Context: an optimization exercise on an open-source flow, tuned for small area. The choices shown serve that exercise and are no tape-out recipe. Only simulation tests tie the RTL to the original design; equivalence was not proved. Power figures rest on the tool's default switching activity, not on a simulated workload.

==> design.v <==
module reflet_counter #(
    parameter size = 8,
    inc_cmp = 0   
    )(
    input clk,
    input clear,
    input enable,
    input [size-1:0] last,
    output pulse
    );
    reg [size-1:0] counter;
    reg reached_max;
    reg reached_max_ark;
    wire [size:0] counter_inc = {1'b0, counter} + 1'b1;
    wire hit = inc_cmp ? (counter_inc == {1'b0, last}) : (counter == last);
    always @ (posedge clk)
        if(clear)
        begin
            counter <= 0;
            reached_max <= 0;
            reached_max_ark <= 0;
        end
        else
        begin
            if(enable)
            begin
                counter <= hit ? {size{1'b0}} : counter_inc[size-1:0];
                reached_max <= hit;
            end
            reached_max_ark <= reached_max;
        end
    assign pulse = reached_max & !reached_max_ark;
endmodule
module reflet_timer #(
    parameter pre1_size = 8
    )(
    input clk,
    input reset,
    input count_en,             
    input [pre1_size-1:0] pre1,
    input [7:0] pre2,
    input [7:0] mcnt,
    output interrupt
    );
    wire clear = !reset | (mcnt == 8'h0);
    wire p1_pulse, p2_pulse, m_pulse;
    wire pre1_out = (pre1 == 0) ? count_en : p1_pulse;
    wire pre2_out = (pre2 == 0) ? pre1_out : p2_pulse;
    reflet_counter #(.size(pre1_size+1), .inc_cmp(0)) pre1_cnt(
        .clk(clk),
        .clear(clear),
        .enable(count_en),
        .last({1'b0, pre1}),
        .pulse(p1_pulse));
    reflet_counter #(.size(9), .inc_cmp(0)) pre2_cnt(
        .clk(clk),
        .clear(clear),
        .enable(pre1_out),
        .last({1'b0, pre2}),
        .pulse(p2_pulse));
    reflet_counter #(.size(8), .inc_cmp(1)) mcnt_cnt(
        .clk(clk),
        .clear(clear),
        .enable(pre2_out),
        .last(mcnt),
        .pulse(m_pulse));
    assign interrupt = (mcnt == 8'h0) ? 1'b0 :
                       (mcnt == 8'h1) ? pre2_out : m_pulse;
endmodule
module reflet_uart (
    input clk,
    input reset,
    input [7:0] tx_data,
    input start_transmit,       
    output end_transmit,        
    output receive_done,        
    output reg [7:0] rx_data,
    input rx,
    output reg tx
    );
    reg [4:0] div;
    wire uart_en = div == 5'd0;
    always @ (posedge clk)
        if(!reset)
            div <= 5'd26;
        else if(div == 5'd25)
            div <= 5'd0;
        else if(div == 5'd26)
            div <= 5'd1;
        else
            div <= div + 1'b1;
    reg start_latched;
    reg [3:0] tx_state;
    reg [1:0] tx_sync;
    wire tx_end_long = tx_state == 4'd8;
    assign end_transmit = tx_end_long & (tx_sync == 2'd1) & (div == 5'd2);
    always @ (posedge clk)
        if(!reset | end_transmit)
            start_latched <= 0;
        else if(start_transmit)
            start_latched <= 1;
    always @ (posedge clk)
        if(!reset)
        begin
            tx_state <= 4'd9;
            tx <= 1;
            tx_sync <= 0;
        end
        else if(uart_en)
        begin
            if(tx_sync == 0)
            begin
                if(tx_state == 4'd9)
                begin
                    if(start_latched)
                    begin
                        tx_state <= 4'd0;
                        tx <= 0;
                    end
                    else
                        tx <= 1;
                end
                else
                begin
                    tx <= tx_state[3] | tx_data[tx_state[2:0]];
                    tx_state <= tx_state + 1'b1;
                end
            end
            tx_sync <= tx_sync + 1'b1;
        end
    reg [3:0] rx_count;
    reg [1:0] rx_sync;
    reg rx_sync_pass;
    reg [7:0] rx_shift;
    wire rx_busy = !(rx_count[3] & (rx_count[1] | rx_count[0]));
    assign receive_done = (rx_count == 4'd9) & (div == 5'd2);
    always @ (posedge clk)
        if(uart_en & rx_busy & (rx_sync == 0) & !rx_count[3])
            rx_shift <= {rx, rx_shift[7:1]};
    always @ (posedge clk)
        if(!reset)
        begin
            rx_count <= 4'd10;
            rx_data <= 0;
            rx_sync_pass <= 0;
            rx_sync <= 1;
        end
        else if(uart_en)
        begin
            if(rx_busy)
            begin
                if(rx_sync == 0)
                begin
                    if(rx_count[3])
                        rx_data <= rx_shift;
                    rx_count <= rx_count + 1'b1;
                end
                rx_sync <= rx_sync + 1'b1;
            end
            else
            begin
                if(!rx & rx_sync_pass)
                begin
                    rx_count <= 4'd0;
                    rx_sync_pass <= 0;
                end
                else
                begin
                    rx_count <= 4'd10;
                    if(!rx)
                        rx_sync_pass <= 1;
                end
            end
        end
endmodule
module reflet_pwm (
    input clk,
    input reset,
    input update,
    input restart_n,
    input [7:0] duty_cycle,
    input [7:0] max,
    output out
    );
    wire dc_zero = duty_cycle == 8'h0;
    wire dc_one  = duty_cycle == 8'h1;
    wire dc_ge   = duty_cycle >= max;
    wire using_count_off = !dc_zero & !dc_one & !dc_ge;
    wire using_count_base = using_count_off | dc_one;
    reg [7:0] cnt;
    reg reached_max, reached_max_ark;
    wire [8:0] cnt_inc = {1'b0, cnt} + 1'b1;
    wire hit = cnt_inc == {1'b0, max};
    always @ (posedge clk)
    begin
        if(update)
            cnt <= 0;
        else if(using_count_base)
            cnt <= hit ? 8'h0 : cnt_inc[7:0];
        if(!reset | update)
        begin
            reached_max <= 0;
            reached_max_ark <= 0;
        end
        else
        begin
            if(using_count_base)
                reached_max <= hit;
            reached_max_ark <= reached_max;
        end
    end
    wire base_freq = (max == 8'h0) ? 1'b0 :
                     (max == 8'h1) ? using_count_base :
                     reached_max & !reached_max_ark;
    reg out_normal, first;
    wire switch_off = using_count_off & ((duty_cycle == 8'h2) |
        (first ? (cnt_inc[7:0] == duty_cycle) : (cnt == duty_cycle)));
    always @ (posedge clk)
    begin
        if(!reset)
            out_normal <= 0;
        else if(restart_n)
        begin
            if(base_freq | update)
                out_normal <= 1;
            else if(switch_off)
                out_normal <= 0;
        end
        if(update)
            first <= 1;
        else if(base_freq)
            first <= 0;
    end
    assign out = dc_zero ? 1'b0 :
                 (dc_one ? base_freq :
                 (dc_ge ? 1'b1 : out_normal));
endmodule
module reflet_7seg (
    input clk,
    input reset,
    input [7:0] ctrl,
    input [7:0] num01,
    input [7:0] num23,
    output reg [6:0] segments,
    output [3:0] selection,
    output dot,
    output colon
    );
    reg [10:0] cnt_r;
    wire [1:0] cnt = cnt_r[10:9];
    always @ (posedge clk)
        if(!reset)
            cnt_r <= 0;
        else
            cnt_r <= cnt_r + 1'b1;
    wire [3:0] number = cnt[1] ? (cnt[0] ? num23[7:4] : num23[3:0]) :
                                 (cnt[0] ? num01[7:4] : num01[3:0]);
    always @ (*)
        case(number)
            4'h0: segments = 7'b1000000;
            4'h1: segments = 7'b1111001;
            4'h2: segments = 7'b0100100;
            4'h3: segments = 7'b0110000;
            4'h4: segments = 7'b0011001;
            4'h5: segments = 7'b0010010;
            4'h6: segments = 7'b0000010;
            4'h7: segments = 7'b1111000;
            4'h8: segments = 7'b0000000;
            4'h9: segments = 7'b0010000;
            4'hA: segments = 7'b0001000;
            4'hB: segments = 7'b0000011;
            4'hC: segments = 7'b1000110;
            4'hD: segments = 7'b0100001;
            4'hE: segments = 7'b0000110;
            default: segments = 7'b0001110;
        endcase
    assign selection = {4{ctrl[0]}} & (4'b0001 << cnt);
    assign colon = !ctrl[1];
    assign dot = !ctrl[4 + cnt];
endmodule
module reflet_power_pwm (
    input clk,
    input reset,
    input update,
    input restart_n,
    input [7:0] power,
    output out
    );
    wire p_zero = power == 8'h00;
    wire p_full = power == 8'hFF;
    wire using_count_off = !p_zero & !p_full;
    wire using_count_base = !p_full;
    reg [7:0] cnt;
    reg reached_max, reached_max_ark;
    wire hit = cnt == 8'hFF;
    always @ (posedge clk)
    begin
        if(update)
            cnt <= 0;
        else if(using_count_base)
            cnt <= cnt + 1'b1;
        if(!reset | update)
        begin
            reached_max <= 0;
            reached_max_ark <= 0;
        end
        else
        begin
            if(using_count_base)
                reached_max <= hit;
            reached_max_ark <= reached_max;
        end
    end
    wire base_freq = reached_max & !reached_max_ark;
    reg out_normal, first;
    wire switch_off = using_count_off & ((power == 8'h1) |
        (first ? (cnt == power) : (cnt == power + 1'b1)));
    always @ (posedge clk)
    begin
        if(!reset)
            out_normal <= 0;
        else if(restart_n)
        begin
            if(base_freq | update)
                out_normal <= 1;
            else if(switch_off)
                out_normal <= 0;
        end
        if(update)
            first <= 1;
        else if(base_freq)
            first <= 0;
    end
    assign out = p_zero ? base_freq : (p_full ? 1'b1 : out_normal);
endmodule
module reflet_synth (
    input clk,
    input reset,
    input restart_n,
    input [1:0] shape,
    input [5:0] tone,
    input shape_changed,    
    output synth_out
    );
    reg [5:0] tone_late;
    reg tone_changed;
    always @ (posedge clk)
    begin
        tone_late <= tone;
        tone_changed <= tone != tone_late;
    end
    wire update = tone_changed | shape_changed;
    reg [13:0] divisor;
    always @ (*)
        case(tone_late)
            6'd0: divisor = 14'd14431;
            6'd1: divisor = 14'd13621;
            6'd2: divisor = 14'd12856;
            6'd3: divisor = 14'd12135;
            6'd4: divisor = 14'd11454;
            6'd5: divisor = 14'd10811;
            6'd6: divisor = 14'd10204;
            6'd7: divisor = 14'd9631;
            6'd8: divisor = 14'd9091;
            6'd9: divisor = 14'd8581;
            6'd10: divisor = 14'd8099;
            6'd11: divisor = 14'd7645;
            6'd12: divisor = 14'd7215;
            6'd13: divisor = 14'd6810;
            6'd14: divisor = 14'd6428;
            6'd15: divisor = 14'd6067;
            6'd16: divisor = 14'd5727;
            6'd17: divisor = 14'd5405;
            6'd18: divisor = 14'd5102;
            6'd19: divisor = 14'd4816;
            6'd20: divisor = 14'd4545;
            6'd21: divisor = 14'd4290;
            6'd22: divisor = 14'd4050;
            6'd23: divisor = 14'd3822;
            6'd24: divisor = 14'd3608;
            6'd25: divisor = 14'd3405;
            6'd26: divisor = 14'd3214;
            6'd27: divisor = 14'd3034;
            6'd28: divisor = 14'd2863;
            6'd29: divisor = 14'd2703;
            6'd30: divisor = 14'd2551;
            6'd31: divisor = 14'd2408;
            6'd32: divisor = 14'd2273;
            6'd33: divisor = 14'd2145;
            6'd34: divisor = 14'd2025;
            6'd35: divisor = 14'd1911;
            6'd36: divisor = 14'd1804;
            6'd37: divisor = 14'd1703;
            6'd38: divisor = 14'd1607;
            6'd39: divisor = 14'd1517;
            6'd40: divisor = 14'd1432;
            6'd41: divisor = 14'd1351;
            6'd42: divisor = 14'd1276;
            6'd43: divisor = 14'd1204;
            6'd44: divisor = 14'd1136;
            6'd45: divisor = 14'd1073;
            6'd46: divisor = 14'd1012;
            6'd47: divisor = 14'd956;
            6'd48: divisor = 14'd902;
            6'd49: divisor = 14'd851;
            6'd50: divisor = 14'd804;
            6'd51: divisor = 14'd758;
            6'd52: divisor = 14'd716;
            6'd53: divisor = 14'd676;
            6'd54: divisor = 14'd638;
            6'd55: divisor = 14'd602;
            6'd56: divisor = 14'd568;
            6'd57: divisor = 14'd536;
            6'd58: divisor = 14'd506;
            6'd59: divisor = 14'd478;
            6'd60: divisor = 14'd451;
            6'd61: divisor = 14'd426;
            6'd62: divisor = 14'd402;
            default: divisor = 14'd379;  
        endcase
    wire [13:0] duty = (shape == 2'b01 ? {3'b000, divisor[13:3]} :
                       (shape == 2'b10 ? {2'b00, divisor[13:2]} :
                                         {1'b0, divisor[13:1]}));
    wire running = shape != 2'b00;
    reg [13:0] cnt;
    reg reached_max;
    wire [13:0] cnt_inc = cnt + 1'b1;
    wire hit = cnt_inc == divisor;
    always @ (posedge clk)
    begin
        if(update)
            cnt <= 0;
        else if(running)
            cnt <= hit ? 14'h0 : cnt_inc;
        if(!reset | update)
            reached_max <= 0;
        else if(running)
            reached_max <= hit;
    end
    wire base_freq = reached_max;
    reg out_normal, first;
    wire switch_off = running & (first ? (cnt_inc == duty) : (cnt == duty));
    always @ (posedge clk)
    begin
        if(!reset)
            out_normal <= 0;
        else if(restart_n)
        begin
            if(base_freq | update)
                out_normal <= 1;
            else if(switch_off)
                out_normal <= 0;
        end
        if(update)
            first <= 1;
        else if(base_freq)
            first <= 0;
    end
    assign synth_out = running & out_normal;
endmodule
module reflet_extended_io (
    input clk,
    input reset,
    input [6:0] io_addr,
    input edit_gpo,
    input gpo_write,
    output gpi_read,
    output gpo_read,
    input [127:0] gpi,
    output reg [127:0] gpo
    );
    assign gpi_read = gpi[io_addr];
    assign gpo_read = gpo[io_addr];
    wire [7:0] sel_hi;
    wire [15:0] sel_lo;
    genvar i;
    generate
        for(i=0; i<8; i=i+1) begin : g_hi
            assign sel_hi[i] = (edit_gpo & (io_addr[6:4] == i)) | !reset;
        end
        for(i=0; i<16; i=i+1) begin : g_lo
            assign sel_lo[i] = (io_addr[3:0] == i) | !reset;
        end
    endgenerate
    wire wdata = gpo_write & reset;
    generate
        for(i=0; i<128; i=i+1) begin : g_bit
            always @ (posedge clk)
                if(sel_hi[i/16] & sel_lo[i%16])
                    gpo[i] <= wdata;
        end
    endgenerate
endmodule
module reflet_periph16 (
    input clk,
    input reset,
    input enable,
    output [3:0] interrupt_request,
    output cpu_enable,
    input [14:0] addr,
    input [7:0] data_in,
    output [7:0] data_out,
    input write_en,
    input [15:0] gpi,
    output [15:0] gpo,
    input rx,
    output tx,
    output pwm,
    output [6:0] segments,
    output [3:0] seg_select,
    output seg_dot,
    output seg_colon,
    output synth_out,
    input [127:0] ext_io_in,
    output [127:0] ext_io_out
    );
    wire rst = !reset;
    wire bus_sel = enable & (addr[14:6] == 9'b111111100);
    wire [5:0] offset = addr[5:0];
    wire bus_wr = bus_sel & write_en;
    wire [63:0] we = {63'h0, bus_wr} << offset;
    wire [7:0] din0 = data_in & {8{reset}};
    reg [7:0] rdata;
    reg [7:0] int_en, int_level;
    reg [15:0] gpo_r, rise_mask, fall_mask;
    reg [7:0] t1_pre1, t1_pre2, t1_mcnt;
    reg [7:0] t2_pre1, t2_pre2, t2_mcnt;
    reg [7:0] tx_data;
    reg [7:0] pwm_freq, pwm_duty;
    reg [7:0] seg_ctrl, seg_num01, seg_num23;
    reg [7:0] power;
    reg [7:0] synth_reg;
    reg [6:0] io_addr;
    always @ (posedge clk)
    begin
        if(we[4]  | rst) int_en <= din0;
        if(we[5]  | rst) int_level <= din0;
        if(we[8]  | rst) gpo_r[7:0] <= din0;
        if(we[9]  | rst) gpo_r[15:8] <= din0;
        if(we[12] | rst) rise_mask[7:0] <= din0;
        if(we[13] | rst) rise_mask[15:8] <= din0;
        if(we[14] | rst) fall_mask[7:0] <= din0;
        if(we[15] | rst) fall_mask[15:8] <= din0;
        if(we[16] | rst) t1_pre1 <= din0;
        if(we[17] | rst) t1_pre2 <= din0;
        if(we[18] | rst) t1_mcnt <= din0;
        if(we[19] | rst) t2_pre1 <= din0;
        if(we[20] | rst) t2_pre2 <= din0;
        if(we[21] | rst) t2_mcnt <= din0;
        if(we[23] | rst) tx_data <= din0;
        if(we[26] | rst) pwm_freq <= din0;
        if(we[27] | rst) pwm_duty <= din0;
        if(we[28] | rst) seg_ctrl <= din0;
        if(we[29] | rst) seg_num01 <= din0;
        if(we[30] | rst) seg_num23 <= din0;
        if(we[32] | rst) power <= data_in | {8{rst}};
        if(we[33] | rst) synth_reg <= din0;
        if(we[34] | rst) io_addr <= din0[6:0];
    end
    assign gpo = gpo_r;
    reg restart_n;
    always @ (posedge clk)
        restart_n <= reset;
    reg pwm_update, power_update, shape_changed;
    wire [7:0] wr_diff = data_in ^ rdata;
    wire wr_changes = |wr_diff;
    always @ (posedge clk)
    begin
        pwm_update <= rst | ((we[26] | we[27]) & wr_changes);
        power_update <= rst | (we[32] & wr_changes);
        shape_changed <= rst | (we[33] & (|wr_diff[7:6]));
    end
    reg [15:0] prev_gpi;
    always @ (posedge clk)
        prev_gpi <= gpi;
    wire int_gpio = |((gpi & ~prev_gpi & rise_mask) | (~gpi & prev_gpi & fall_mask));
    wire int_timer, int_timer2;
    reflet_timer #(.pre1_size(8)) timer (
        .clk(clk),
        .reset(reset),
        .count_en(1'b1),
        .pre1(t1_pre1),
        .pre2(t1_pre2),
        .mcnt(t1_mcnt),
        .interrupt(int_timer));
    reflet_timer #(.pre1_size(7)) timer2 (
        .clk(clk),
        .reset(reset),
        .count_en(t2_pre1[0] ? int_timer : 1'b1),
        .pre1(t2_pre1[7:1]),
        .pre2(t2_pre2),
        .mcnt(t2_mcnt),
        .interrupt(int_timer2));
    reg [7:0] tx_cmd, rx_cmd;
    wire end_transmit, receive_done;
    wire [7:0] rx_data;
    always @ (posedge clk)
    begin
        if(rst | end_transmit)
            tx_cmd <= 8'h1;
        else if(we[22])
            tx_cmd <= data_in;
        if(rst)
            rx_cmd <= 8'h1;
        else if(receive_done)
            rx_cmd <= 8'h0;
        else if(we[24])
            rx_cmd <= data_in;
    end
    reflet_uart uart (
        .clk(clk),
        .reset(reset),
        .tx_data(tx_data),
        .start_transmit(tx_cmd == 8'h0),
        .end_transmit(end_transmit),
        .receive_done(receive_done),
        .rx_data(rx_data),
        .rx(rx),
        .tx(tx));
    wire int_uart = receive_done;
    reg [7:0] status;
    wire [3:0] int_list = {int_timer2, int_timer, int_uart, int_gpio} & int_en[3:0];
    wire int_updating = |int_list;
    always @ (posedge clk)
        if(rst)
            status <= 0;
        else if(int_updating)
            status <= {status[7:4], status[3:0] | int_list};
        else if(we[7])
            status <= data_in;
    wire [3:0] int_active = status[3:0] & int_en[3:0];
    reg [3:0] cpu_int;
    integer k;
    always @ (*)
    begin
        cpu_int = 4'h0;
        for(k=0; k<4; k=k+1)
            cpu_int = cpu_int | ({3'h0, int_active[k]} << int_level[2*k +: 2]);
    end
    assign interrupt_request = cpu_int;
    reflet_pwm pwm_generator (
        .clk(clk),
        .reset(reset),
        .update(pwm_update),
        .restart_n(restart_n),
        .duty_cycle(pwm_duty),
        .max(pwm_freq),
        .out(pwm));
    reflet_7seg seg7 (
        .clk(clk),
        .reset(reset),
        .ctrl(seg_ctrl),
        .num01(seg_num01),
        .num23(seg_num23),
        .segments(segments),
        .selection(seg_select),
        .dot(seg_dot),
        .colon(seg_colon));
    reg [7:0] sleep;
    wire int_detected = |(sleep[7:4] & cpu_int);
    always @ (posedge clk)
        if(rst)
            sleep <= 0;
        else if(int_detected)
            sleep[0] <= 0;
        else if(we[31])
            sleep <= data_in;
    wire power_pwm_out;
    reflet_power_pwm power_pwm (
        .clk(clk),
        .reset(reset),
        .update(power_update),
        .restart_n(restart_n),
        .power(power),
        .out(power_pwm_out));
    assign cpu_enable = sleep[0] ? 1'b0 : (sleep[1] ? power_pwm_out : 1'b1);
    reflet_synth synth (
        .clk(clk),
        .reset(reset),
        .restart_n(restart_n),
        .shape(synth_reg[7:6]),
        .tone(synth_reg[5:0]),
        .shape_changed(shape_changed),
        .synth_out(synth_out));
    reg [7:0] io_ctrl;
    reg io_update;
    wire gpi_read, gpo_read;
    always @ (posedge clk)
    begin
        if(rst)
            io_ctrl <= 0;
        else if(io_ctrl[3] | io_update)
            io_ctrl <= {5'h0, io_ctrl[2], gpo_read, gpi_read};
        else if(we[35])
            io_ctrl <= data_in;
        io_update <= rst | (we[34] & (|wr_diff[6:0])) | io_ctrl[3];
    end
    reflet_extended_io ext_io (
        .clk(clk),
        .reset(reset),
        .io_addr(io_addr),
        .edit_gpo(io_ctrl[3]),
        .gpo_write(io_ctrl[2]),
        .gpi_read(gpi_read),
        .gpo_read(gpo_read),
        .gpi(ext_io_in),
        .gpo(ext_io_out));
    wire [63:0] rsel = 64'h1 << offset;
    always @ (*)
        rdata =
            ({8{rsel[0]}} & 8'h01) |
            ({8{rsel[2]}} & 8'hFA) |
            ({8{rsel[3]}} & 8'h1F) |
            ({8{rsel[4]}} & int_en) |
            ({8{rsel[5]}} & int_level) |
            ({8{rsel[7]}} & status) |
            ({8{rsel[8]}} & gpo_r[7:0]) |
            ({8{rsel[9]}} & gpo_r[15:8]) |
            ({8{rsel[10]}} & gpi[7:0]) |
            ({8{rsel[11]}} & gpi[15:8]) |
            ({8{rsel[12]}} & rise_mask[7:0]) |
            ({8{rsel[13]}} & rise_mask[15:8]) |
            ({8{rsel[14]}} & fall_mask[7:0]) |
            ({8{rsel[15]}} & fall_mask[15:8]) |
            ({8{rsel[16]}} & t1_pre1) |
            ({8{rsel[17]}} & t1_pre2) |
            ({8{rsel[18]}} & t1_mcnt) |
            ({8{rsel[19]}} & t2_pre1) |
            ({8{rsel[20]}} & t2_pre2) |
            ({8{rsel[21]}} & t2_mcnt) |
            ({8{rsel[22]}} & tx_cmd) |
            ({8{rsel[23]}} & tx_data) |
            ({8{rsel[24]}} & rx_cmd) |
            ({8{rsel[25]}} & rx_data) |
            ({8{rsel[26]}} & pwm_freq) |
            ({8{rsel[27]}} & pwm_duty) |
            ({8{rsel[28]}} & seg_ctrl) |
            ({8{rsel[29]}} & seg_num01) |
            ({8{rsel[30]}} & seg_num23) |
            ({8{rsel[31]}} & sleep) |
            ({8{rsel[32]}} & power) |
            ({8{rsel[33]}} & synth_reg) |
            ({8{rsel[34]}} & {1'b0, io_addr}) |
            ({8{rsel[35]}} & io_ctrl);
    assign data_out = rdata & {8{bus_sel}};
endmodule
==> flow/run.sh <==
#!/bin/bash
set -o pipefail
export BUFFER_PORTS_ARGS="-buffer_cell sky130_fd_sc_hd__buf_1"
export CTS_ARGS="-sink_clustering_enable -repair_clock_nets -dont_use_dummy_load -buf_list sky130_fd_sc_hd__clkbuf_4 -sink_clustering_size 8 -sink_clustering_max_diameter 50"
bash standard.sh > standard.log 2>&1
==> standard.sh <==
#!/bin/bash
# synth_recipe.tcl (not shown) runs the flow's synth.tcl, then flattens the netlist and writes it again
# the make line also repeats each setting of config.mk as NAME=value (left out here)
make -C /OpenROAD-flow-scripts/flow DESIGN_CONFIG=/design/flow/config.mk WORK_HOME=/design/flow/orfs CLKGATE_MAP_FILE= SYNTH_SCRIPT=/design/flow/synth_recipe.tcl "${@:-finish}"
==> config.mk <==
export PLATFORM = sky130hd
export DESIGN_NAME = reflet_periph16
export DESIGN_NICKNAME = reflet_periph16
export VERILOG_FILES = /design/flow/design.v
export SDC_FILE = /design/flow/constraint.sdc
export NUM_CORES = 4
export LEC_CHECK = 0
export ABC_AREA = 1
export CAP_MARGIN = 0
export CORE_MARGIN = 2
export CORE_UTILIZATION = 40
export SLEW_MARGIN = 0
==> constraint.sdc <==
create_clock -name core_clock -period 10.0 [get_ports {clk}]
set_input_delay 2.0000 -clock core_clock [delete_from_list [all_inputs] [get_ports {clk}]]
set_output_delay 2.0000 -clock core_clock [all_outputs]
set_load 0.01 [all_outputs]
==> results of run 1 <==
layer usage:
layer / vias to the layer above / track usage / part of all wire
met3: 207 / 0.0546 / 0.088
li1: 12700 / - / -
met2: 1326 / 0.437 / 0.44
met4: 0 / 0.0975 / 0.035
met1: 12700 / 0.404 / 0.44
met5: - / 0 / 0
cell families after synthesis:
kind of cell	after synthesis
simple gates	1767
buf+inv	462
fa+ha+maj	49
compound gates	638
flops	544
xor+xnor	72
power by group:
part | leakage, nW | internal (W) | total, W | switching [W]
combinational | 7.14 | 0.000205 | 0.000676 | 0.000471
sequential | 4.86 | 0.00249 | 0.00261 | 0.000120
clock | 0.405 | 0.000401 | 0.00116 | 0.000762
total | 12.4 | 0.00310 | 0.00445 | 0.00135
synthesized netlist by cell type (5+ instances only):
master and number:
or2_2 12, clkbuf_1 71, nand2_1 912, buf_2 8
edfxtp_1 319, o221ai_1 8, a21oi_1 204, o21a_1 5
nor2_1 487, a211oi_1 17, o31ai_1 9, a31oi_1 8
o22ai_1 23, nor3b_1 21, o21ai_0 188, a21boi_0 10
ha_1 49, a22oi_1 134, nand3_1 149, nor2_2 10
o211ai_1 13, xnor2_1 23, nand3b_1 17, nand4_1 77
buf_1 7, inv_1 368, nor4_1 19, nor3_1 53
xor2_1 49, dfxtp_1 225
cell type report:
class / count / area [um^2]
Fill cell: 7205 / 38700
Tap cell: 940 / 1180
Antenna cell: 4 / 10.0
Inverter: 372 / 1400
Clock buffer: 88 / 661
Multi-Input combinational cell: 2526 / 12400
Timing Repair Buffer: 381 / 1590
Sequential cell: 544 / 14100
through the flow:
| step | cells | util | instance area [um^2] |
|---|---|---|---|
| floorplan | 3532 | - | 28200 |
| global placement | 4763 | 0.438 | 30700 |
| detailed placement | 4763 | 0.438 | 30700 |
| CTS | 4851 | 0.447 | 31300 |
| global route | 4855 | 0.448 | 31300 |
| finish | 4855 | 0.448 | 31300 |
worst min-delay path by stage:
stage | startpoint | end | slack, ps | cells past startpoint
finish | timer.pre1_cnt.reached_max$_SDFF_PP0_ | timer.pre1_cnt.reached_max_ark$_SDFF_PP0_ | 420 | 2
global route | timer.pre1_cnt.reached_max$_SDFF_PP0_ | timer.pre1_cnt.reached_max_ark$_SDFF_PP0_ | 430 | 2
CTS | timer.pre1_cnt.reached_max$_SDFF_PP0_ | timer.pre1_cnt.reached_max_ark$_SDFF_PP0_ | 430 | 2
detailed placement | timer.pre1_cnt.reached_max$_SDFF_PP0_ | timer.pre1_cnt.reached_max_ark$_SDFF_PP0_ | 410 | 2
global placement | timer.pre1_cnt.reached_max$_SDFF_PP0_ | timer.pre1_cnt.reached_max_ark$_SDFF_PP0_ | 410 | 2
floorplan | synth_reg[4]$_DFFE_PP_ | synth.tone_late[4]$_DFF_P_ | 350 | 0
worst register-to-register path, stage by stage (launching register included):
cell and delay, ps:
edfxtp_1 550, nor2_1 140, nand2_1 60, o21ai_1 670
nand2_1 170, nand3_1 220, nand2_1 130, nand3_1 110
nand3_1 230, nand3_1 150, nand2_1 240, nand2_2 270
inv_1 140, a21oi_1 160
==> impl_metrics.py, run 1 <==
metrics = {
    "status": {
        "status": "complete, no violations",
    },
    "layout": {
        "area_growth_pct": 11.0,
        "largest_register_ffs": 128,
        "nets": 4134,
        "final_cell_mix": "nand2_1, nor2_1, inv_1",
        "final_common_cell": "nand2_1",
        "layout-drive-gt1-share": 0.0422,
        "regMostFlops": "ext_io.gpo",
    },
    "clock_tree": {
        "cts_root_buf": "clkbuf_4",
        "clkLatencyLatePin_ps": 930,
        "post_cts_buffers": 0,
        "tritoncts": "yes",
        "htreeDepth": 3,
        "cts_hold_buf": 0,
        "cts_buffers": 88,
        "cts_resized": 0,
        "clk_path_buf_depth": 3,
        "path_clk_slew_ps": 80,
        "clkSinkCount": 544,
    },
    "route": {
        "vias_per_cell": 5.55,
        "wl_um": 107000,
        "wire_per_inst_um": 22.0,
        "via_count": 26900,
        "drt_pre_antenna_iters": 8,
        "final_antenna_net_count": 0,
        "drt_iter0_drc": 3283,
        "drc": 0,
    },
    "die": {
        "initial_utilization": 0.403,
        "fp.dieW_um": 270,
        "die_h_um": 270,
        "die_area_mm2": 0.0728,
        "io_pins": 345,
        "num_rows": 97,
        "design.core.area_mm2": 0.0700,
    },
    "setup_path": {
        "cp_data_required_time_ps": 8000,
        "slowest_delay_ps": 740,
        "rrSetupSlack_ps": 6650,
        "critPathArrivalTime_ps": 4600,
        "crit_path_cell_trace": "buf_1 -> nand3_1 -> nor2_1 -> nand2_1 -> o21ai_0 -> nor2_1 -> nand2_1 -> nor2_1 -> a21oi_1 -> buf_1",
        "r2r_start": "t1_pre1[0]$_DFFE_PP_",
        "cpMaxStageDelayCell": "nor2_1",
        "critPathCaptureType": "output pin",
        "r2r-end": "status[6]$_SDFFE_PN0P_",
        "rr_worst_depth": 13,
        "path_delay_family": "simple AND/OR/NAND/NOR gates",
        "startpoint": "addr[4]",
        "cp_max_fo": 13,
        "endpoint": "data_out[6]",
        "critPathBufInv": 2,
        "crit_cells": 10,
        "crit_top_cell": "nor2_1",
        "cp-start-kind": "input port",
        "crit_type": "in2out",
    },
    "synth": {
        "syn_nets": 3753,
        "avgSynthCellArea_um2": 8.00,
        "synth_top_family_by_area": "simple AND/OR/NAND/NOR gates",
        "ys_async_sr_fraction": 0,
        "yosys-mux-area-fraction": 0,
        "yosys_warnings": 10,
        "synth_adder_area_share": 0.0217,
        "yosys.area.top_type": "edfxtp_1",
        "syn_inst": 3532,
        "yosys.area_share.xor_xnor": 0.0223,
        "netlist_top_cells_area": "edfxtp_1, dfxtp_1, nand2_1",
        "yosysUniqueCellTypes": 54,
        "yosys_most_used_dff": "edfxtp_1",
        "synthSimpleGateAreaFrac": 0.261,
        "netlist.area_leader.share": 0.339,
        "synth_edf_count": 319,
        "synth_seq_area_share": 0.499,
        "synthesis.area_mm2": 0.0282,
        "synth_compound_area_frac": 0.135,
        "synth_seq_cells": 544,
    },
    "global_route": {
        "grt_pass1_vias": 25100,
        "antenna_found_initial": 3,
        "grt_usage": 0.285,
        "grt_pass1_wl_um": 158000,
        "grt_remaining_overflow": 0,
        "grt_max_degree": 129,
    },
    "placement": {
        "place_ws_ps": 3490,
        "place_congestion": 1.01,
        "dp_hpwl_um": 80200,
        "io_buffer_count": 344,
    },
    "timing": {
        "finalCritPeriodShare": 0.660,
        "clock_skew_ps": 134,
        "setup-tns-final_ps": 0,
        "setup_viol": 0,
        "drv_slew": 0,
        "fmax_ghz": 0.152,
        "max-slew-margin-rel": 0.145,
        "period_minus_slack_ps": 6600,
        "fin_ws_ps": 3400,
        "grt_setup_unrepaired": "no",
        "fin_hold_ws_ps": 425,
        "worst_pin_slew_ps": 1280,
        "hold_viol": 0,
    },
    "hold_path": {
        "min_path_type": "reg2reg",
    },
    "power_and_ir_drop": {
        "power_leakage_nw": 12.4,
        "ir_drop_mv": 0.106,
        "power.total_w": 0.00445,
        "p_per_area_mw_per_mm2": 142,
    },
    "flow_run": {
        "drv_cap": 0,
    },
}
==> run 2, diff against run 1 <==
==> flow/run.sh (replaced) <==
#!/bin/bash
set -euo pipefail
HERE=$(pwd)
FDIR=$HERE/flow
PLAT=${FLOW_PLATFORM:-sky130hd}
R=$HERE/orfs/results/$PLAT/reflet_periph16/base
LIB=$FLOW_HOME/platforms/$PLAT/lib/sky130_fd_sc_hd__tt_025C_1v80.lib
YOSYS=$FLOW_HOME/../tools/install/yosys/bin/yosys
[ -x "$YOSYS" ] || YOSYS=yosys

export BUFFER_PORTS_ARGS="-buffer_cell sky130_fd_sc_hd__buf_1"
export CTS_ARGS="-sink_clustering_enable -repair_clock_nets -dont_use_dummy_load -buf_list sky130_fd_sc_hd__clkbuf_4 -sink_clustering_size 8 -sink_clustering_max_diameter 50"

# 1. standard synthesis
bash standard.sh synth > standard_synth.log 2>&1
cp "$R/1_2_yosys.v" "$HERE/synth_standard.v"

# 2. area re-mapping of the combinational logic
DU=""
for c in $(cat "$FDIR/dont_use.txt"); do DU="$DU -dont_use $c"; done
"$YOSYS" -l "$HERE/remap.log" -p "
read_liberty -overwrite -ignore_miss_func $LIB
read_verilog $HERE/synth_standard.v
hierarchy -top $FLOW_TOP
blackbox sky130_fd_sc_hd__dfxtp_1 sky130_fd_sc_hd__edfxtp_1
flatten
rename -hide w:_*_.*
opt_clean -purge
opt -purge
abc -liberty $LIB $DU -script $FDIR/remap.abc
opt_clean -purge
hilomap -singleton -hicell sky130_fd_sc_hd__conb_1 HI -locell sky130_fd_sc_hd__conb_1 LO
splitnets
opt_clean -purge
insbuf -buf sky130_fd_sc_hd__buf_4 A X
read_liberty -lib -overwrite $LIB
tee -o $HERE/remap_stat.txt stat -liberty $LIB
check -assert
write_verilog -noattr -nohex -nodec $HERE/remap_raw.v
" > /dev/null
python3 "$FDIR/fixnames.py" "$HERE/synth_standard.v" "$HERE/remap_raw.v" "$HERE/remap.v" > "$HERE/fixnames.log" 2>&1
cp "$HERE/remap.v" "$R/1_2_yosys.v"
rm -f "$R/1_synth.odb" "$R/1_synth.sdc"

# 3. standard layout steps on the re-mapped netlist
bash standard.sh > standard.log 2>&1
==> flow/dont_use.txt (new file) <==
sky130_fd_sc_hd__lpflow_bleeder_1
sky130_fd_sc_hd__lpflow_clkbufkapwr_1
sky130_fd_sc_hd__lpflow_clkbufkapwr_16
sky130_fd_sc_hd__lpflow_clkbufkapwr_2
sky130_fd_sc_hd__lpflow_clkbufkapwr_4
sky130_fd_sc_hd__lpflow_clkbufkapwr_8
sky130_fd_sc_hd__lpflow_clkinvkapwr_1
sky130_fd_sc_hd__lpflow_clkinvkapwr_16
sky130_fd_sc_hd__lpflow_clkinvkapwr_2
sky130_fd_sc_hd__lpflow_clkinvkapwr_4
sky130_fd_sc_hd__lpflow_clkinvkapwr_8
sky130_fd_sc_hd__lpflow_decapkapwr_12
sky130_fd_sc_hd__lpflow_decapkapwr_3
sky130_fd_sc_hd__lpflow_decapkapwr_4
sky130_fd_sc_hd__lpflow_decapkapwr_6
sky130_fd_sc_hd__lpflow_decapkapwr_8
sky130_fd_sc_hd__lpflow_inputiso0n_1
sky130_fd_sc_hd__lpflow_inputiso0p_1
sky130_fd_sc_hd__lpflow_inputiso1n_1
sky130_fd_sc_hd__lpflow_inputiso1p_1
sky130_fd_sc_hd__lpflow_inputisolatch_1
sky130_fd_sc_hd__lpflow_isobufsrc_1
sky130_fd_sc_hd__lpflow_isobufsrc_16
sky130_fd_sc_hd__lpflow_isobufsrc_2
sky130_fd_sc_hd__lpflow_isobufsrc_4
sky130_fd_sc_hd__lpflow_isobufsrc_8
sky130_fd_sc_hd__lpflow_isobufsrckapwr_16
sky130_fd_sc_hd__lpflow_lsbuf_lh_hl_isowell_tap_1
sky130_fd_sc_hd__lpflow_lsbuf_lh_hl_isowell_tap_2
sky130_fd_sc_hd__lpflow_lsbuf_lh_hl_isowell_tap_4
sky130_fd_sc_hd__lpflow_lsbuf_lh_isowell_4
sky130_fd_sc_hd__lpflow_lsbuf_lh_isowell_tap_1
sky130_fd_sc_hd__lpflow_lsbuf_lh_isowell_tap_2
sky130_fd_sc_hd__lpflow_lsbuf_lh_isowell_tap_4
sky130_fd_sc_hd__probe_p_8
sky130_fd_sc_hd__probec_p_8
==> flow/fixnames.py (new file) <==
#!/usr/bin/env python3
# fixnames.py STANDARD.v REMAPPED.v OUT.v
# Gives each flip-flop's Q net in REMAPPED.v the name that net has in STANDARD.v
# (the standard synthesis), when that name is free. Instance names are untouched.
import re, sys
std, rem, out = sys.argv[1:4]
cellre = re.compile(r'(sky130_fd_sc_hd__\w+)\s+(\S+)\s*\((.*?)\);', re.S)
def flop_q(text):
    d = {}
    for t, n, body in cellre.findall(text):
        if 'dfxtp' in t or 'dfrtp' in t or 'dfstp' in t:
            m = re.search(r'\.Q\(([^()]*)\)', body)
            if m:
                d[n] = m.group(1).strip()
    return d
s_std = open(std).read()
s_rem = open(rem).read()
q_std = flop_q(s_std)
q_rem = flop_q(s_rem)
def tok(name):
    # verilog identifier as written: escaped names end with a space
    return name
def pattern(name):
    if name.startswith('\\'):
        return re.escape(name) + r'(?=\s)'
    return r'(?<![\w$\\])' + re.escape(name) + r'(?![\w$])'
renamed = 0
for inst, qs in q_std.items():
    qr = q_rem.get(inst)
    if qr is None or qr == qs:
        continue
    # only plain (non-bus-slice, non-port) nets are renamed
    if '[' in qr.replace('\\', '') and not qr.startswith('\\'):
        continue
    if re.search(pattern(qs), s_rem):
        continue  # name already used in the remapped netlist
    base_qs = qs
    if qs.startswith('\\'):
        new = qs + ' '
    else:
        new = qs
    s_rem = re.sub(pattern(qr) + (r'\s?' if qr.startswith('\\') else ''), lambda m: new, s_rem)
    renamed += 1
open(out, 'w').write(s_rem)
print('renamed', renamed, 'flip-flop output nets')
==> flow/remap.abc (new file) <==
strash
&get -n
&fraig -x
&put
scorr
dc2
strash
&get -n
&dch -f
&nf -R 1000
&put
strash
dc2
&get -n
&dch -f
&nf -R 1000
&put
--- a/config.mk
+++ b/config.mk
@@ -7,6 +7,6 @@
 export LEC_CHECK = 0
 export ABC_AREA = 1
-export CAP_MARGIN = 0
+export CAP_MARGIN = 20
 export CORE_MARGIN = 2
 export CORE_UTILIZATION = 40
-export SLEW_MARGIN = 0
+export SLEW_MARGIN = 20
==> run 2 against run 1 <==
Compared with the run above: core utilization is 1.1 points higher; critical endpoint is now data_out[3]; hold slack worse by 3.1 ps; die area is 11% lower; critical path depth is 2 lower; first-iteration DRC count is 9.5% lower; clock power is 4% lower; synthesized cell count is 30% lower; sequential cell count stayed put; combinational power is 14% lower.
==> impl_metrics.py, run 2 <==
metrics = {
    "hold_path": {
        "hold_start": "timer.pre1_cnt.reached_max$_SDFF_PP0_",
        "holdPathStages": 2,
        "min_path_type": "reg2reg",
        "whs_endpoint": "timer.pre1_cnt.reached_max_ark$_SDFF_PP0_",
    },
    "die": {
        "die_area_mm2": 0.0645,
        "io_pins": 345,
        "design.core.area_mm2": 0.0617,
        "num_rows": 91,
        "die_h_um": 254,
        "initial_utilization": 0.405,
        "fp.dieW_um": 254,
    },
    "route": {
        "vias_per_cell": 6.13,
        "via_count": 23100,
        "final_antenna_net_count": 0,
        "drt_pre_antenna_iters": 9,
        "wire_per_inst_um": 28.4,
        "wl_um": 107000,
        "drt_iter0_drc": 2970,
        "drc": 0,
    },
    "flow_run": {
        "drv_cap": 0,
    },
    "timing": {
        "drv_slew": 0,
        "clock_skew_ps": 105,
        "worst_pin_slew_ps": 1230,
        "fmax_ghz": 0.141,
        "fin_hold_ws_ps": 422,
        "max-slew-margin-rel": 0.174,
        "setup_viol": 0,
        "hold_viol": 0,
        "setup-tns-final_ps": 0,
        "finalCritPeriodShare": 0.708,
        "grt_setup_unrepaired": "no",
        "period_minus_slack_ps": 7080,
        "fin_ws_ps": 2920,
    },
    "synth": {
        "yosys_warnings": 10,
        "syn_inst": 2469,
        "avgSynthCellArea_um2": 10.1,
        "synthesis.area_mm2": 0.0250,
        "syn_nets": 2641,
    },
    "clock_tree": {
        "clk_path_buf_depth": 3,
        "tritoncts": "yes",
        "cts_hold_buf": 0,
        "cts_root_buf": "clkbuf_4",
        "path_clk_slew_ps": 80,
        "clkLatencyLatePin_ps": 890,
        "cts_resized": 0,
        "cts_buffers": 83,
        "htreeDepth": 3,
        "post_cts_buffers": 0,
        "clkSinkCount": 544,
    },
    "layout": {
        "layout-drive-gt1-share": 0.0437,
        "regArea_mm2": 0.0141,
        "area_growth_pct": 13.1,
        "multi_input_area_mm2": 0.0107,
        "final_cell_mix": "nor2_1, buf_1, edfxtp_1",
        "nets": 3100,
        "largest_register_ffs": 128,
        "post-route-util": 0.459,
        "num-fill-cells": 6076,
        "regMostFlops": "ext_io.gpo",
        "final_common_cell": "nor2_1",
    },
    "power_and_ir_drop": {
        "p_per_area_mw_per_mm2": 154,
        "power.total_w": 0.00435,
        "power_leakage_nw": 9.38,
        "ir_drop_mv": 0.0980,
    },
    "global_route": {
        "antenna_found_initial": 7,
        "grt_pass1_wl_um": 151000,
        "grt_max_degree": 129,
        "grt_pass1_vias": 21700,
        "grt_usage": 0.324,
        "grt_remaining_overflow": 0,
    },
    "setup_path": {
        "crit_type": "in2out",
        "crit_path_cell_trace": "buf_1 -> or3b_1 -> nor2_1 -> a222oi_1 -> nand4_1 -> or3_1 -> and2_0 -> buf_1",
        "crit_top_cell": "buf_1",
        "cp-start-kind": "input port",
        "cpMaxStageDelayCell": "nor2_1",
        "critPathCaptureType": "output pin",
        "critPathBufInv": 2,
        "r2r-end": "status[1]$_SDFFE_PN0P_",
        "rr_worst_depth": 16,
        "slowest_delay_ps": 980,
        "rrSetupSlack_ps": 4390,
        "r2r_start": "t1_pre1[1]$_DFFE_PP_",
        "cp_max_fo": 10,
        "path_delay_family": "simple AND/OR/NAND/NOR gates",
        "cp_data_required_time_ps": 8000,
        "critPathArrivalTime_ps": 5080,
    },
    "placement": {
        "dp_hpwl_um": 80400,
        "io_buffer_count": 344,
        "place_ws_ps": 3030,
        "place_congestion": 0.964,
    },
    "status": {
        "status": "complete, no violations",
    },
}
## run 2: cell types whose count changed in the layout (fill, tap and decap cells not counted), sizes merged, moves of 49 or more
| cell | delta |
|---|---|
| inv | -370 |
| clkinv | +66 |
| nor2 | -119 |
| ha | -49 |
| xnor2 | +55 |
| nand3 | -107 |
| a222oi | +49 |
| o21ai | -77 |
| nand2 | -679 |
## run 2: tightest hold or removal path, cell delays in order (launching register included)
cell and delay (ps):
dfxtp_1 310, clkinv_1 40, nor2_1 30
## run 2: area by class of cell
class / instances / share of cell area
Tap cell: 837 / 0.0370
Clock buffer: 83 / 0.0220
Sequential cell: 544 / 0.498
Timing Repair Buffer: 374 / 0.0549
Inverter: 68 / 0.00902
Antenna cell: 4 / 0.000354
Multi-Input combinational cell: 1857 / 0.379
## run 2: power by group
group | switching, W | total (W) | internal (W)
registers | 0.000173 | 0.00266 | 0.00249
clock network | 0.000732 | 0.00111 | 0.000380
logic | 0.000392 | 0.000581 | 0.000189
total | 0.00130 | 0.00435 | 0.00305
## run 2: through the flow
stage | cell area (um^2) | instances
after floorplan | 25000 | 2469
after global placement | 27600 | 3679
after detailed placement | 27600 | 3679
after CTS | 28300 | 3762
after global routing | 28300 | 3767
final | 28300 | 3767
## run 2: worst max path at each step
stage | from | depth (start not counted) | to
floorplan | addr[5] | 8 | data_out[2]
global placement | addr[3] | 8 | data_out[3]
detailed placement | addr[3] | 8 | data_out[3]
CTS | addr[3] | 8 | data_out[3]
global route | addr[3] | 8 | data_out[3]
finish | addr[3] | 8 | data_out[3]
## run 2: metal layers
| metal | vias to the layer above | GRT usage | share of wire |
|---|---|---|---|
| met5 | - | 0 | 0.00042 |
| met4 | 6 | 0.127 | 0.038 |
| met3 | 204 | 0.0503 | 0.074 |
| met2 | 1195 | 0.534 | 0.47 |
| met1 | 11400 | 0.429 | 0.42 |
| li1 | 10300 | - | - |
==> run 3, diff against run 2 <==
==> flow/remap.abc (replaced) <==
strash
&get -n
&fraig -x
&put
scorr
dc2
strash
&get -n
&deepsyn -T 20
&put
strash
&get -n
&dch -f
&nf -R 1000 -C 32
&put
strash
&get -n
&deepsyn -T 20
&put
strash
&get -n
&dch -f
&nf -R 1000 -C 32
&put
==> run 3 against run 2 <==
Compared with the run above: via count shrank 1.9%; power is 0.89% lower; critical endpoint is now data_out[0]; core utilization up 0.29 points; critical path type unchanged.
==> impl_metrics.py, run 3 <==
metrics = {
    "power_and_ir_drop": {
        "p_per_area_mw_per_mm2": 155,
        "power.total_w": 0.00431,
        "power_leakage_nw": 9.38,
        "ir_drop_mv": 0.0924,
    },
    "setup_path": {
        "critPathCaptureType": "output pin",
        "slowest_delay_ps": 510,
        "cp_data_required_time_ps": 8000,
        "critPathBufInv": 3,
        "cp-start-kind": "input port",
        "cp_max_fo": 9,
        "crit_type": "in2out",
        "crit_path_cell_trace": "buf_1 -> or2_0 -> nor2_1 -> buf_4 -> a222oi_1 -> a21boi_0 -> nand4_1 -> a2111oi_0 -> nand4_1 -> and2_0 -> buf_1",
        "cpMaxStageDelayCell": "nand4_1",
        "critPathArrivalTime_ps": 5250,
        "path_delay_family": "simple AND/OR/NAND/NOR gates",
    },
    "clock_tree": {
        "cts_buffers": 81,
        "cts_resized": 0,
        "htreeDepth": 3,
        "cts_root_buf": "clkbuf_4",
        "clkSinkCount": 544,
        "clkLatencyLatePin_ps": 840,
        "post_cts_buffers": 0,
        "tritoncts": "yes",
        "clk_path_buf_depth": 3,
        "path_clk_slew_ps": 70,
        "cts_hold_buf": 0,
    },
    "layout": {
        "layout-drive-gt1-share": 0.0519,
        "final_cell_mix": "buf_1, edfxtp_1, nor2_1",
        "nets": 2968,
        "final_common_cell": "buf_1",
        "post-route-util": 0.461,
        "area_growth_pct": 13.7,
        "regMostFlops": "ext_io.gpo",
        "largest_register_ffs": 128,
    },
    "timing": {
        "finalCritPeriodShare": 0.725,
        "fmax_ghz": 0.138,
        "max-slew-margin-rel": 0.238,
        "drv_slew": 0,
        "setup_viol": 0,
        "period_minus_slack_ps": 7250,
        "grt_setup_unrepaired": "no",
        "worst_pin_slew_ps": 1140,
        "hold_viol": 0,
        "setup-tns-final_ps": 0,
        "clock_skew_ps": 61.7,
    },
    "global_route": {
        "grt_pass1_vias": 21100,
        "grt_usage": 0.319,
        "grt_remaining_overflow": 0,
        "grt_pass1_wl_um": 147000,
        "grt_max_degree": 130,
        "antenna_found_initial": 14,
    },
    "die": {
        "initial_utilization": 0.406,
        "die_h_um": 252,
        "num_rows": 90,
        "die_area_mm2": 0.0634,
        "io_pins": 345,
        "fp.dieW_um": 252,
        "design.core.area_mm2": 0.0605,
    },
    "route": {
        "final_antenna_net_count": 0,
        "wl_um": 104000,
        "vias_per_cell": 6.32,
        "drc": 0,
        "via_count": 22700,
        "drt_pre_antenna_iters": 9,
        "drt_iter0_drc": 2779,
        "wire_per_inst_um": 29.0,
    },
    "hold_path": {
        "min_path_type": "reg2reg",
    },
    "synth": {
        "yosys_warnings": 10,
        "avgSynthCellArea_um2": 10.6,
        "syn_nets": 2495,
        "synthesis.area_mm2": 0.0245,
        "syn_inst": 2323,
    },
    "status": {
        "status": "complete, no violations",
    },
    "placement": {
        "io_buffer_count": 344,
        "dp_hpwl_um": 78400,
        "place_congestion": 0.996,
    },
    "flow_run": {
        "drv_cap": 0,
    },
}
[run 3: area by class of cell]
| cell class | count | area, um^2 |
|---|---|---|
| fillers | 5728 | 32600 |
| flip-flops and latches | 544 | 14100 |
| multi-input cells | 1710 | 10300 |
| repair buffers | 390 | 1660 |
| well taps | 782 | 978 |
| clock buffers | 81 | 608 |
| inverters | 69 | 259 |
| diodes | 12 | 30.0 |
[run 3: path summary, 6_finish.rpt]
path	start	cells past startpoint	end	slack (ps)
setup / recovery	addr[0]	11	data_out[0]	2750
hold / removal	timer.pre1_cnt.reached_max$_SDFF_PP0_	2	timer.pre1_cnt.reached_max_ark$_SDFF_PP0_	420
setup reg to reg	t1_pre1[6]$_DFFE_PP_	14	status[0]$_SDFFE_PN0P_	5350
hold reg to reg	timer.pre1_cnt.reached_max$_SDFF_PP0_	2	timer.pre1_cnt.reached_max_ark$_SDFF_PP0_	420
[run 3: through the flow]
stage / worst slack [ps] / cells / hold slack (ps) / instance area, um^2
after global placement: 2890 / 3494 / 403 / 27200
final: 2750 / 3588 / 417 / 27900
after floorplan: 4250 / 2323 / 400 / 24500
after CTS: 2930 / 3575 / 418 / 27800
after global routing: 2540 / 3585 / 440 / 27900
after detailed placement: 2920 / 3494 / 408 / 27200
[run 3: layer usage]
layer	GRT usage	part of all wire
met5	0	0.00036
met4	0.139	0.042
met1	0.410	0.40
met3	0.0607	0.088
met2	0.525	0.47
[run 3: where the power goes]
part | total [W] | switching [W] | internal, W
Combinational | 0.000557 | 0.000370 | 0.000188
Sequential | 0.00265 | 0.000168 | 0.00248
Clock | 0.00110 | 0.000732 | 0.000372
[run 3: tightest hold or removal path, stage by stage (launching register included)]
cell      delay [ps]
dfxtp_1          300
clkinv_1          40
nor2_1            40
==> run 4, diff against run 3 <==
--- a/config.mk
+++ b/config.mk
@@ -9,4 +9,4 @@
 export CAP_MARGIN = 20
 export CORE_MARGIN = 2
-export CORE_UTILIZATION = 40
+export CORE_UTILIZATION = 55
 export SLEW_MARGIN = 20
==> run 4 against run 3 <==
Compared with the run above: routed wire length shrank 8.3%; largest power group unchanged; critical path depth shrank 1; area after synthesis is the same; hold slack gained 7.3 ps; first-iteration DRC count grew 14%; synthesized cell count is the same; still clean on timing, DRC and antenna; final cell count shrank 5.8%; worst setup slack lost 6.2 ps; via count grew 1.0%.
==> impl_metrics.py, run 4 <==
metrics = {
    "route": {
        "wl_um": 95400,
        "via_count": 22900,
        "drc": 0,
        "vias_per_cell": 6.77,
        "wire_per_inst_um": 28.2,
        "drt_iter0_drc": 3156,
        "final_antenna_net_count": 0,
        "drt_pre_antenna_iters": 7,
    },
    "synth": {
        "syn_inst": 2323,
        "synthesis.area_mm2": 0.0245,
        "avgSynthCellArea_um2": 10.6,
        "yosys_warnings": 10,
        "syn_nets": 2495,
    },
    "global_route": {
        "grt_remaining_overflow": 0,
        "grt_max_degree": 130,
        "grt_pass1_wl_um": 138000,
        "antenna_found_initial": 5,
        "grt_pass1_vias": 21400,
        "grt_usage": 0.403,
    },
    "setup_path": {
        "crit_type": "in2out",
        "cp_max_fo": 9,
        "critPathArrivalTime_ps": 5260,
        "cpMaxStageDelayCell": "a2111oi_0",
        "cp-start-kind": "input port",
        "cp_data_required_time_ps": 8000,
        "critPathCaptureType": "output pin",
        "slowest_delay_ps": 600,
        "crit_path_cell_trace": "buf_1 -> or2_0 -> nor2_1 -> a222oi_1 -> a21boi_0 -> nand4_1 -> a2111oi_0 -> nand4_1 -> and2_0 -> buf_1",
    },
    "die": {
        "io_pins": 345,
        "die_h_um": 215,
        "fp.dieW_um": 215,
        "die_area_mm2": 0.0463,
        "initial_utilization": 0.556,
        "num_rows": 77,
        "design.core.area_mm2": 0.0441,
    },
    "layout": {
        "final_cell_mix": "buf_1, edfxtp_1, nor2_1",
        "fin_cells": 3381,
        "nets": 2959,
        "layout-drive-gt1-share": 0.0467,
        "post-route-util": 0.624,
        "largest_register_ffs": 128,
        "final_common_cell": "buf_1",
        "regMostFlops": "ext_io.gpo",
        "area_growth_pct": 12.2,
    },
    "timing": {
        "finalCritPeriodShare": 0.726,
        "fin_ws_ps": 2740,
        "clock_skew_ps": 84.0,
        "drv_slew": 0,
        "period_minus_slack_ps": 7260,
        "max-slew-margin-rel": 0.170,
        "fmax_ghz": 0.138,
        "grt_setup_unrepaired": "no",
        "hold_viol": 0,
        "setup-tns-final_ps": 0,
        "setup_viol": 0,
        "worst_pin_slew_ps": 1240,
        "fin_hold_ws_ps": 424,
    },
    "clock_tree": {
        "clkSinkCount": 544,
        "post_cts_buffers": 0,
        "clkLatencyLatePin_ps": 890,
        "tritoncts": "yes",
        "cts_resized": 0,
        "cts_root_buf": "clkbuf_4",
        "cts_hold_buf": 0,
        "clk_path_buf_depth": 3,
        "htreeDepth": 3,
        "cts_buffers": 79,
        "path_clk_slew_ps": 80,
    },
    "placement": {
        "place_ws_ps": 2880,
        "dp_hpwl_um": 71000,
        "place_congestion": 1.06,
        "io_buffer_count": 344,
        "placedCellCount": 3297,
    },
    "power_and_ir_drop": {
        "internal-power_w": 0.00303,
        "seqPwrFrac": 0.620,
        "p_per_area_mw_per_mm2": 155,
        "switching_share": 0.289,
        "p_sw_w": 0.00123,
        "ir_drop_mv": 0.119,
        "pwr-share-comb": 0.128,
        "power_leakage_nw": 9.33,
        "clockPowerShare": 0.253,
    },
    "status": {
        "status": "complete, no violations",
    },
    "hold_path": {
        "min_path_type": "reg2reg",
    },
    "flow_run": {
        "drv_cap": 0,
    },
}
-- run 4: path summary, 6_finish.rpt --
path                                                             from  slack, ps                                   endpoint  cells after the start
worst max-delay path                                          addr[0]       2740                                data_out[0]                     10
worst min-delay path            timer.pre1_cnt.reached_max$_SDFF_PP0_        420  timer.pre1_cnt.reached_max_ark$_SDFF_PP0_                      2
worst max register to register                   t1_pre1[2]$_DFFE_PP_       5380                     status[4]$_SDFFE_PN0P_                     14
worst min register to register  timer.pre1_cnt.reached_max$_SDFF_PP0_        420  timer.pre1_cnt.reached_max_ark$_SDFF_PP0_                      2
-- run 4: per-stage QoR --
stage | cell area [um^2] | power, W
global placement | 26900 | 0.00320
CTS | 27500 | 0.00425
global route | 27500 | 0.00441
detailed placement | 26900 | 0.00321
floorplan | 24500 | 0.00293
finish | 27500 | 0.00427
-- run 4: power by group through the flow --
| stage | Sequential [W] | Combinational, W | Clock (W) |
|---|---|---|---|
| 2_1_floorplan | 0.00262 | 0.000315 | 0 |
| 3_3_place_gp | 0.00268 | 0.000517 | 0 |
| 5_1_grt | 0.00265 | 0.000584 | 0.00118 |
| 6_report | 0.00264 | 0.000545 | 0.00108 |
| 3_5_place_dp | 0.00269 | 0.000529 | 0 |
| 4_1_cts | 0.00263 | 0.000532 | 0.00109 |
-- run 4: cell type report --
type | count | area [um^2]
Tap cell | 592 | 741
Multi-Input combinational cell | 1710 | 10200
Timing Repair Buffer | 383 | 1610
Antenna cell | 4 | 10.0
Clock buffer | 79 | 593
Fill cell | 3630 | 16600
Sequential cell | 544 | 14100
Inverter | 69 | 259
-- run 4: per-layer routing --
layer  global-route usage  wire length [um]  vias up
li1                     -                 -     9957
met1                0.509             35600    11000
met2                0.649             44300     1602
met3               0.0644              8900      308
met4                0.254              6630        2
met5                    0                13        -
-- run 4: worst max-delay path: cells and delay by family --
| kind | cells | cell delay [ps] |
|---|---|---|
| and+or+nand+nor | 5 | 1680 |
| AOI/OAI and AO/OA | 3 | 1210 |
| buffers and inverters | 2 | 360 |
==> run 5, diff against run 4 <==
--- a/flow/run.sh
+++ b/flow/run.sh
@@ -10,5 +10,5 @@
 
 export BUFFER_PORTS_ARGS="-buffer_cell sky130_fd_sc_hd__buf_1"
-export CTS_ARGS="-sink_clustering_enable -repair_clock_nets -dont_use_dummy_load -buf_list sky130_fd_sc_hd__clkbuf_4 -sink_clustering_size 8 -sink_clustering_max_diameter 50"
+export CTS_ARGS="-sink_clustering_enable -repair_clock_nets -dont_use_dummy_load -buf_list {sky130_fd_sc_hd__clkbuf_2 sky130_fd_sc_hd__clkbuf_4} -sink_clustering_size 8 -sink_clustering_max_diameter 50"
 
 # 1. standard synthesis
--- a/config.mk
+++ b/config.mk
@@ -9,4 +9,4 @@
 export CAP_MARGIN = 20
 export CORE_MARGIN = 2
-export CORE_UTILIZATION = 55
+export CORE_UTILIZATION = 40
 export SLEW_MARGIN = 20
==> run 5 against run 4 <==
Compared with the run above: first-iteration DRC count down 12%; clock skew shrank 22 ps; non-clock buffer count is 7 higher; sequential cell count stayed put; synthesized cell count stayed put; routed wire length rose by 9.1%; clock power about the same; combinational power rose by 2%; die area is 37% higher; critical path depth is 1 higher; final cell count is 6.1% higher; critical path type unchanged; largest cell class unchanged.
==> impl_metrics.py, run 5 <==
metrics = {
    "clock_tree": {
        "cts_hold_buf": 0,
        "tritoncts": "yes",
        "htreeDepth": 3,
        "post_cts_buffers": 0,
        "clkLatencyLatePin_ps": 840,
        "cts_buffers": 81,
        "cts_resized": 0,
        "path_clk_slew_ps": 70,
        "clkSinkCount": 544,
        "clk_path_buf_depth": 3,
        "cts_root_buf": "clkbuf_4",
    },
    "global_route": {
        "grt_pass1_wl_um": 147000,
        "grt_max_degree": 130,
        "grt_usage": 0.319,
        "grt_pass1_vias": 21100,
        "antenna_found_initial": 14,
        "grt_remaining_overflow": 0,
    },
    "setup_path": {
        "cp_max_fo": 9,
        "critPathArrivalTime_ps": 5250,
        "endpoint": "data_out[0]",
        "crit_path_cell_trace": "buf_1 -> or2_0 -> nor2_1 -> buf_4 -> a222oi_1 -> a21boi_0 -> nand4_1 -> a2111oi_0 -> nand4_1 -> and2_0 -> buf_1",
        "crit_cells": 11,
        "crit_type": "in2out",
        "r2r-end": "status[0]$_SDFFE_PN0P_",
        "cp-start-kind": "input port",
        "rr_worst_depth": 14,
        "critPathBufInv": 3,
        "critPathCaptureType": "output pin",
        "path_delay_family": "simple AND/OR/NAND/NOR gates",
        "cp_data_required_time_ps": 8000,
        "slowest_delay_ps": 510,
        "startpoint": "addr[0]",
        "r2r_start": "t1_pre1[6]$_DFFE_PP_",
        "cpMaxStageDelayCell": "nand4_1",
        "rrSetupSlack_ps": 5350,
    },
    "timing": {
        "period_minus_slack_ps": 7250,
        "worst_pin_slew_ps": 1140,
        "finalCritPeriodShare": 0.725,
        "clock_skew_ps": 61.7,
        "hold_viol": 0,
        "setup_viol": 0,
        "max-slew-margin-rel": 0.238,
        "setup-tns-final_ps": 0,
        "drv_slew": 0,
        "grt_setup_unrepaired": "no",
        "fmax_ghz": 0.138,
    },
    "power_and_ir_drop": {
        "p_per_area_mw_per_mm2": 155,
        "power_leakage_nw": 9.38,
        "ir_drop_mv": 0.0924,
    },
    "layout": {
        "largest_register_ffs": 128,
        "final_cell_mix": "buf_1, edfxtp_1, nor2_1",
        "nets": 2968,
        "regMostFlops": "ext_io.gpo",
        "num-fill-cells": 5728,
        "post-route-util": 0.461,
        "final_common_cell": "buf_1",
        "layout-drive-gt1-share": 0.0519,
        "area_growth_pct": 13.7,
    },
    "die": {
        "die_area_mm2": 0.0634,
        "num_rows": 90,
        "design.core.area_mm2": 0.0605,
        "io_pins": 345,
        "die_h_um": 252,
        "fp.dieW_um": 252,
        "initial_utilization": 0.406,
    },
    "placement": {
        "place_congestion": 0.996,
        "dp_hpwl_um": 78400,
        "io_buffer_count": 344,
    },
    "route": {
        "drt_iter0_drc": 2779,
        "drt_pre_antenna_iters": 9,
        "drc": 0,
        "vias_per_cell": 6.32,
        "wl_um": 104000,
        "via_count": 22700,
        "final_antenna_net_count": 0,
        "wire_per_inst_um": 29.0,
    },
    "synth": {
        "syn_inst": 2323,
        "avgSynthCellArea_um2": 10.6,
        "yosys_warnings": 10,
        "syn_nets": 2495,
        "synthesis.area_mm2": 0.0245,
    },
    "flow_run": {
        "drv_cap": 0,
    },
    "hold_path": {
        "min_path_type": "reg2reg",
    },
    "status": {
        "status": "complete, no violations",
    },
}
## run 5: metrics by stage
| stage | std cells | power, W | area [um^2] | setup WS [ps] | hold slack, ps |
|---|---|---|---|---|---|
| after global routing | 3585 | 0.00448 | 27900 | 2540 | 440 |
| final | 3588 | 0.00431 | 27900 | 2750 | 417 |
| after detailed placement | 3494 | 0.00324 | 27200 | 2920 | 408 |
| after floorplan | 2323 | 0.00293 | 24500 | 4250 | 400 |
| after global placement | 3494 | 0.00323 | 27200 | 2890 | 403 |
| after CTS | 3575 | 0.00433 | 27800 | 2930 | 418 |
## run 5: area by class of cell
class	instances	area [um^2]	share of cell area
diodes	12	30.0	0.00108
multi-input cells	1710	10300	0.369
clock buffers	81	608	0.0218
flip-flops and latches	544	14100	0.505
well taps	782	978	0.0351
inverters	69	259	0.00928
repair buffers	390	1660	0.0594
## run 5: report_power, final
group	switching, W	internal, W
clock	0.000732	0.000372
combinational	0.000370	0.000188
sequential	0.000168	0.00248
total	0.00127	0.00304
## run 5: how the worst min path moves through the flow
stage / start / end / slack, ps / cells past startpoint
after global routing: timer.pre1_cnt.reached_max$_SDFF_PP0_ / timer.pre1_cnt.reached_max_ark$_SDFF_PP0_ / 440 / 2
final: timer.pre1_cnt.reached_max$_SDFF_PP0_ / timer.pre1_cnt.reached_max_ark$_SDFF_PP0_ / 420 / 2
after detailed placement: timer.pre1_cnt.reached_max$_SDFF_PP0_ / timer.pre1_cnt.reached_max_ark$_SDFF_PP0_ / 410 / 2
after global placement: timer.pre1_cnt.reached_max$_SDFF_PP0_ / timer.pre1_cnt.reached_max_ark$_SDFF_PP0_ / 400 / 2
after floorplan: timer.pre1_cnt.reached_max$_SDFF_PP0_ / timer.pre1_cnt.reached_max_ark$_SDFF_PP0_ / 400 / 2
after CTS: timer.pre1_cnt.reached_max$_SDFF_PP0_ / timer.pre1_cnt.reached_max_ark$_SDFF_PP0_ / 420 / 2
## run 5: metal layers
metal | wire (um) | global-route usage
met4 | 4420 | 0.139
met2 | 48700 | 0.525
met1 | 41800 | 0.410
met5 | 37 | 0
met3 | 9120 | 0.0607
## run 5: worst min-delay path: stages (launching register included)
cell and delay [ps]:
dfxtp_1 300, clkinv_1 40, nor2_1 40

-- what the ideal ports hide --
In the flow no input, the clock included, has a driving cell. The finished layouts below were timed again as built, in two steps.
Step 1, drivers: a clkbuf_16 drives clk and a buf_2 each remaining input, both assumed.
Step 2 times the ports against the registers' clock, not the clock port: input delays grow and output delays shrink by t, the midpoint of the rising clock arrivals with the driver on.
a / b / c = no drivers / after step 1 / after step 2; a / b = the first two.
run	t, ns	slack for setup (ns)	hold WS [ns]
run 1	0.911	3.402 / 3.367 / 3.367	0.425 / 0.425 / 0.425
run 2	0.905	2.921 / 2.884 / 2.884	0.422 / 0.422 / 0.422
run 3	0.883	2.750 / 2.708 / 2.708	0.417 / 0.417 / 0.417
run 4	0.904	2.744 / 2.710 / 2.710	0.424 / 0.424 / 0.424
run 5	0.883	2.750 / 2.708 / 2.708	0.417 / 0.417 / 0.417
After both steps every run listed still meets setup and hold.
